Background: an optimization exercise with open tools, aiming at small area. Do not read the settings as production practice. In this exercise RTL edits were held to simulation tests only and were not proved equivalent to the original. The flow treats the clock pin as an ideal source. Dropping or thinning the clock tree relies on that and would not hold on a real chip. Power figures rest on the tool's default switching activity, not on a simulated workload.

## Simple_Processor
module Simple_Processor(input logic clk, reset, leftBtn, rightBtn, switchEn, input logic [11:0] switch,
                        output logic [6:0] seg, output logic dp, output logic [3:0] an);
==> module debouncer, before the edit <==
module debouncer(input logic clk, reset, pend, btn, output logic pulse);
    logic [7:0] s;
    logic idle, last, start, kill;
    assign idle  = ~(s[0] | s[1] | s[2] | s[3] | s[5] | s[6]);
    assign last  = s[0] & ~s[1] & ~s[2] & ~s[4] & ~s[6] & ~s[7];
    assign pulse = ~s[0] & s[1] & ~s[2] & ~s[3] & ~s[5] & ~s[7] & ~pend;
    assign start = (idle | pend) & btn & ~reset;
    assign kill  = last | pend;
    always_ff @(posedge clk)
        s <= ({s[6:0], s[7] ^ s[2]} & {8{~kill}}) | ({8{start}} & 8'd18);
endmodule
==> module Simple_Processor, before the edit <==
module Simple_Processor(input logic clk, reset, leftBtn, rightBtn, switchEn, input logic [11:0] switch,
                        output logic [6:0] seg, output logic dp, output logic [3:0] an);
    logic pend;
    always_ff @(posedge clk or posedge reset)
        if (reset) pend <= 1'b1;
        else       pend <= 1'b0;
    logic lp, rp, wp;
    logic l, e, s;           
    debouncer deb_left (clk, reset, pend, leftBtn,  lp);
    debouncer deb_right(clk, reset, pend, rightBtn, rp);
    debouncer deb_wr   (clk, reset, pend, l | e,    wp);    
    logic [2:0] pc;
    always_ff @(posedge clk or posedge reset)
        if (reset)   pc <= 3'd0;
        else if (lp) pc <= pc + 3'd1;
    logic [11:0] rom;
    always_comb
        case (pc)
            3'd0: rom = 12'b000_00_001_0011;
            3'd1: rom = 12'b000_00_000_0111;
            3'd2: rom = 12'b101_011_000_001;
            3'd3: rom = 12'b101_111_001_011;
            3'd4: rom = 12'b110_100_000_011;
            3'd5: rom = 12'b001_00_100_0101;
            3'd6: rom = 12'b000_00_000_0101;
            default: rom = 12'b101_111_001_000;
        endcase
    logic [11:0] ir;
    always_ff @(posedge clk)
        ir <= switchEn ? switch : rom;
    logic exec;
    assign exec = switchEn ? rp : lp;
    logic [2:0] op;
    assign op = ir[11:9];
    logic op_ld, op_st, op_mem, op_alu;
    assign op_ld  = (op == 3'b000);
    assign op_st  = (op == 3'b001);
    assign op_mem = op_ld | op_st;
    assign op_alu = (op == 3'b101) | (op == 3'b110);
    logic cnt;
    logic [2:0] a1, a2, wa;
    logic [3:0] daddr;
    always_ff @(posedge clk or posedge reset)
        if (reset) begin
            l <= 1'b0; e <= 1'b0; s <= 1'b0; cnt <= 1'b0; a1 <= 3'd0; a2 <= 3'd0;
        end else if (exec & (op_mem | op_alu)) begin
            l <= op_ld;
            e <= op[2];
            s <= op[2] ^ op[0];
            if (op_mem) begin
                cnt <= ~cnt;
                if (op_st | ~cnt) a1 <= ir[6:4];
                if (cnt)          a2 <= ir[6:4];
            end else begin
                a1 <= ir[2:0];
                a2 <= ir[5:3];
            end
        end
    always_ff @(posedge clk)
        if (exec) begin
            if (op_mem)         daddr <= ir[3:0];
            if (op_ld | op_alu) wa <= op_ld ? ir[6:4] : ir[8:6];
        end
    logic [3:0] rdd1, rdd2, alu;
    always_comb
        if (!e)     alu = 4'd0;
        else if (s) alu = rdd1 - rdd2;
        else        alu = rdd1 + rdd2;
    logic st;
    assign st = s & ~e;
    logic [3:0] w1, w0;            
    assign w1 = rdd1 | {4{pend}};
    assign w0 = rdd1 & ~{4{pend}};
    logic [3:0] dm [16];
    logic [3:0] rdata;
    for (genvar i = 0; i < 16; i++) begin : g_dm
        logic [3:0] wi;
        for (genvar b = 0; b < 4; b++) begin : g_b
            assign wi[b] = ((i >> b) & 1) ? w1[b] : w0[b];
        end
        always_ff @(posedge clk)
            if (pend | (st & (daddr == 4'(i)))) dm[i] <= wi;
    end
    always_ff @(posedge clk or posedge reset)
        if (reset)  rdata <= 4'd0;
        else if (l) rdata <= dm[daddr];
    logic [3:0] wd;
    assign wd = l ? rdata : alu;
    logic [3:0] rf0;
    logic [3:0] rfh [1:7];
    logic [3:0] rf [8];
    always_ff @(posedge clk or posedge reset)
        if (reset)                   rf0 <= 4'd0;
        else if (wp & (wa == 3'd0))  rf0 <= wd;
    always_ff @(posedge clk)
        for (int i = 1; i < 8; i++)
            if (pend | (wp & (wa == 3'(i)))) rfh[i] <= wd & ~{4{pend}};
    always_comb begin
        rf[0] = rf0;
        for (int i = 1; i < 8; i++) rf[i] = rfh[i];
    end
    always_ff @(posedge clk) begin
        rdd1 <= rf[a1];
        rdd2 <= rf[a2];
    end
    logic [15:0] lf;
    logic [1:0] ph;
    logic z;
    assign z = ~|lf[14:0];
    always_ff @(posedge clk or posedge reset)
        if (reset) begin
            lf <= 16'd0; ph <= 2'd0;
        end else begin
            lf <= {lf[14:0], lf[15] ^ lf[13] ^ lf[12] ^ lf[10] ^ z};
            if (lf[15] & z) ph <= ph + 2'd1;
        end
    logic [3:0] dv;
    always_comb
        case (ph)
            2'd0: dv = alu;
            2'd1: dv = 4'd0;
            2'd2: dv = rdd2;
            default: dv = rdd1;
        endcase
    always_comb
        case (dv)
            4'h0: seg = 7'b1000000;
            4'h1: seg = 7'b1111001;
            4'h2: seg = 7'b0100100;
            4'h3: seg = 7'b0110000;
            4'h4: seg = 7'b0011001;
            4'h5: seg = 7'b0010010;
            4'h6: seg = 7'b0000010;
            4'h7: seg = 7'b1111000;
            4'h8: seg = 7'b0000000;
            4'h9: seg = 7'b0010000;
            4'hA: seg = 7'b0001000;
            4'hB: seg = 7'b0000011;
            4'hC: seg = 7'b1000110;
            4'hD: seg = 7'b0100001;
            4'hE: seg = 7'b0000110;
            default: seg = 7'b0001110;
        endcase
    assign an = ~(4'b0001 << ph);
    assign dp = 1'b1;
endmodule
Settings: LEC_CHECK=0, ABC_AREA=1, CAP_MARGIN=20, CORE_MARGIN=2, CORE_UTILIZATION=70, GPL_TIMING_DRIVEN=0, SLEW_MARGIN=20; clock period 10.0 ns.
standard.sh (not shown) runs the stock make flow with config.mk's settings and CLKGATE_MAP_FILE= SYNTH_SCRIPT=/design/flow/synth_recipe.tcl, a recipe that flattens the netlist after the stock synthesis.
==> flow/flow/run.sh <==
#!/bin/bash
# Layout flow: the standard synthesis; then the combinational logic is
# re-mapped with stronger ABC area scripts (registers untouched, the smallest
# of a few recipes is kept); then the rest of the standard flow (floorplan
# .. finish) on that netlist, with buf_1 port buffers and a hand-built clock
# tree (flow/pre_cts.tcl).
set -euo pipefail
HERE=$(pwd)
RES=$HERE/orfs/results/$FLOW_PLATFORM/Simple_Processor/base

bash standard.sh synth > std_synth.log 2>&1

cp $RES/1_2_yosys.v $RES/1_2_yosys_std.v
export REMAP_LIB=$FLOW_HOME/platforms/$FLOW_PLATFORM/lib/sky130_fd_sc_hd__tt_025C_1v80.lib
export REMAP_DONT_USE="$(sed -n '/DONT_USE_CELLS/,/^$/p' $FLOW_HOME/platforms/$FLOW_PLATFORM/config.mk | grep -o 'sky130_fd_sc_hd__[A-Za-z0-9_]*' | tr '\n' ' ')"
remap() {  # in out script log -> prints the area
  REMAP_IN=$1 REMAP_OUT=$2 REMAP_STAT=$2.stat REMAP_SCRIPT=$HERE/flow/$3 yosys -c flow/remap.tcl > $4 2>&1
  grep "Chip area" $2.stat | awk '{print $NF}'
}
# recipes: each a chain of ABC scripts applied in turn; the smallest result is kept
RECIPES=("d4" "c1 d4" "c1" "a2" "b1" "a2 d4" "d4 c1" "b1 d4")
BEST=""; BESTA=1e99; n=0
for r in "${RECIPES[@]}"; do
  n=$((n+1)); IN=$RES/1_2_yosys_std.v; k=0
  for s in $r; do
    k=$((k+1)); OUT=$RES/remap_${n}_$k.v
    A=$(remap $IN $OUT abc_$s.script remap_${n}_$k.log)
    IN=$OUT
  done
  echo "recipe $n ($r): $A" >> remap_choice.log
  if awk "BEGIN{exit !($A < $BESTA)}"; then BESTA=$A; BEST=$IN; fi
done
echo "kept $BEST ($BESTA)" >> remap_choice.log
cp $BEST $RES/1_2_yosys.v
touch $RES/1_2_yosys.v

# smallest buffer on the ports; clock tree built by flow/pre_cts.tcl
export BUFFER_PORTS_ARGS="-buffer_cell sky130_fd_sc_hd__buf_1"
export PRE_CTS_TCL=$HERE/flow/pre_cts.tcl
export MY_CTS_LEAVES=13
export MY_CTS_SLACK=0
export MY_CTS_ROOT=sky130_fd_sc_hd__clkbuf_8
export MY_CTS_LEAF=sky130_fd_sc_hd__buf_6
bash standard.sh finish > std_finish.log 2>&1
Other scripts of this flow, unchanged in this note and not shown: flow/flow/abc_a2.script, flow/flow/abc_b1.script, flow/flow/abc_c1.script, flow/flow/abc_d4.script, flow/flow/mktree.tcl, flow/flow/pre_cts.tcl, flow/flow/remap.tcl
The starting point finished with timing, DRC and antenna clean.
Change:
--- a/flow/design.v
+++ b/flow/design.v
@@ -1,12 +1,18 @@
 `default_nettype none
 `timescale 1ns / 1ps
-module debouncer(input logic clk, reset, pend, btn, output logic pulse);
+module debouncer #(parameter bit QUIET = 0)
+                 (input logic clk, reset, pend, btn, output logic pulse);
     logic [7:0] s;
     logic idle, last, start, kill;
     assign idle  = ~(s[0] | s[1] | s[2] | s[3] | s[5] | s[6]);
     assign last  = s[0] & ~s[1] & ~s[2] & ~s[4] & ~s[6] & ~s[7];
-    assign pulse = ~s[0] & s[1] & ~s[2] & ~s[3] & ~s[5] & ~s[7] & ~pend;
-    assign start = (idle | pend) & btn & ~reset;
+    if (QUIET) begin : g_quiet
+        assign pulse = ~s[0] & s[1] & ~s[2] & ~s[3] & ~s[5] & ~s[7];
+        assign start = idle & btn;
+    end else begin : g_noisy
+        assign pulse = ~s[0] & s[1] & ~s[2] & ~s[3] & ~s[5] & ~s[7] & ~pend;
+        assign start = (idle | pend) & btn & ~reset;
+    end
     assign kill  = last | pend;
     always_ff @(posedge clk)
         s <= ({s[6:0], s[7] ^ s[2]} & {8{~kill}}) | ({8{start}} & 8'd18);
@@ -21,7 +27,7 @@
     logic l, e, s;           
     debouncer deb_left (clk, reset, pend, leftBtn,  lp);
     debouncer deb_right(clk, reset, pend, rightBtn, rp);
-    debouncer deb_wr   (clk, reset, pend, l | e,    wp);    
+    debouncer #(.QUIET(1)) deb_wr(clk, reset, pend, l | e, wp);
     logic [2:0] pc;
     always_ff @(posedge clk or posedge reset)
         if (reset)   pc <= 3'd0;
@@ -107,7 +113,7 @@
         else if (wp & (wa == 3'd0))  rf0 <= wd;
     always_ff @(posedge clk)
         for (int i = 1; i < 8; i++)
-            if (pend | (wp & (wa == 3'(i)))) rfh[i] <= wd & ~{4{pend}};
+            if (pend | (wp & (wa == 3'(i)))) rfh[i] <= wd;    
     always_comb begin
         rf[0] = rf0;
         for (int i = 1; i < 8; i++) rf[i] = rfh[i];
Effect: Synthesized cell count went up slightly. Via count went down slightly. Clock skew went down by 7.0 ps. Design area hardly moves. First-iteration DRC count went up by about a fifth. Final cell count went up slightly. Core utilization went up by 0.22 points. Sequential power went up by a few percent.
In every run of this note, the design's own scripts or RTL, not TritonCTS, make the clock network.

-- what the ideal ports hide --
Ports are ideal in the flow. The routed layouts listed here were re-timed in OpenROAD.
Step 1 assumes that a clkbuf_16 drives the clock port and a buf_2 every other input.
Step 2, shift: input delay + t, output delay - t, t = (earliest + latest rising clock arrival at the registers) / 2. This alone moves slack from input paths to output paths.
Slacks: ideal ports / drivers / drivers and shift; pairs: ideal ports / drivers.
run | shift t [ns] | slack for setup (ns) | worst setup path at the end
the first run | 0.449 | 4.777 / 4.744 / 5.193 | register to output
the second run | 0.441 | 4.625 / 4.594 / 5.035 | register to output
After both steps setup and hold are still met in every run listed.
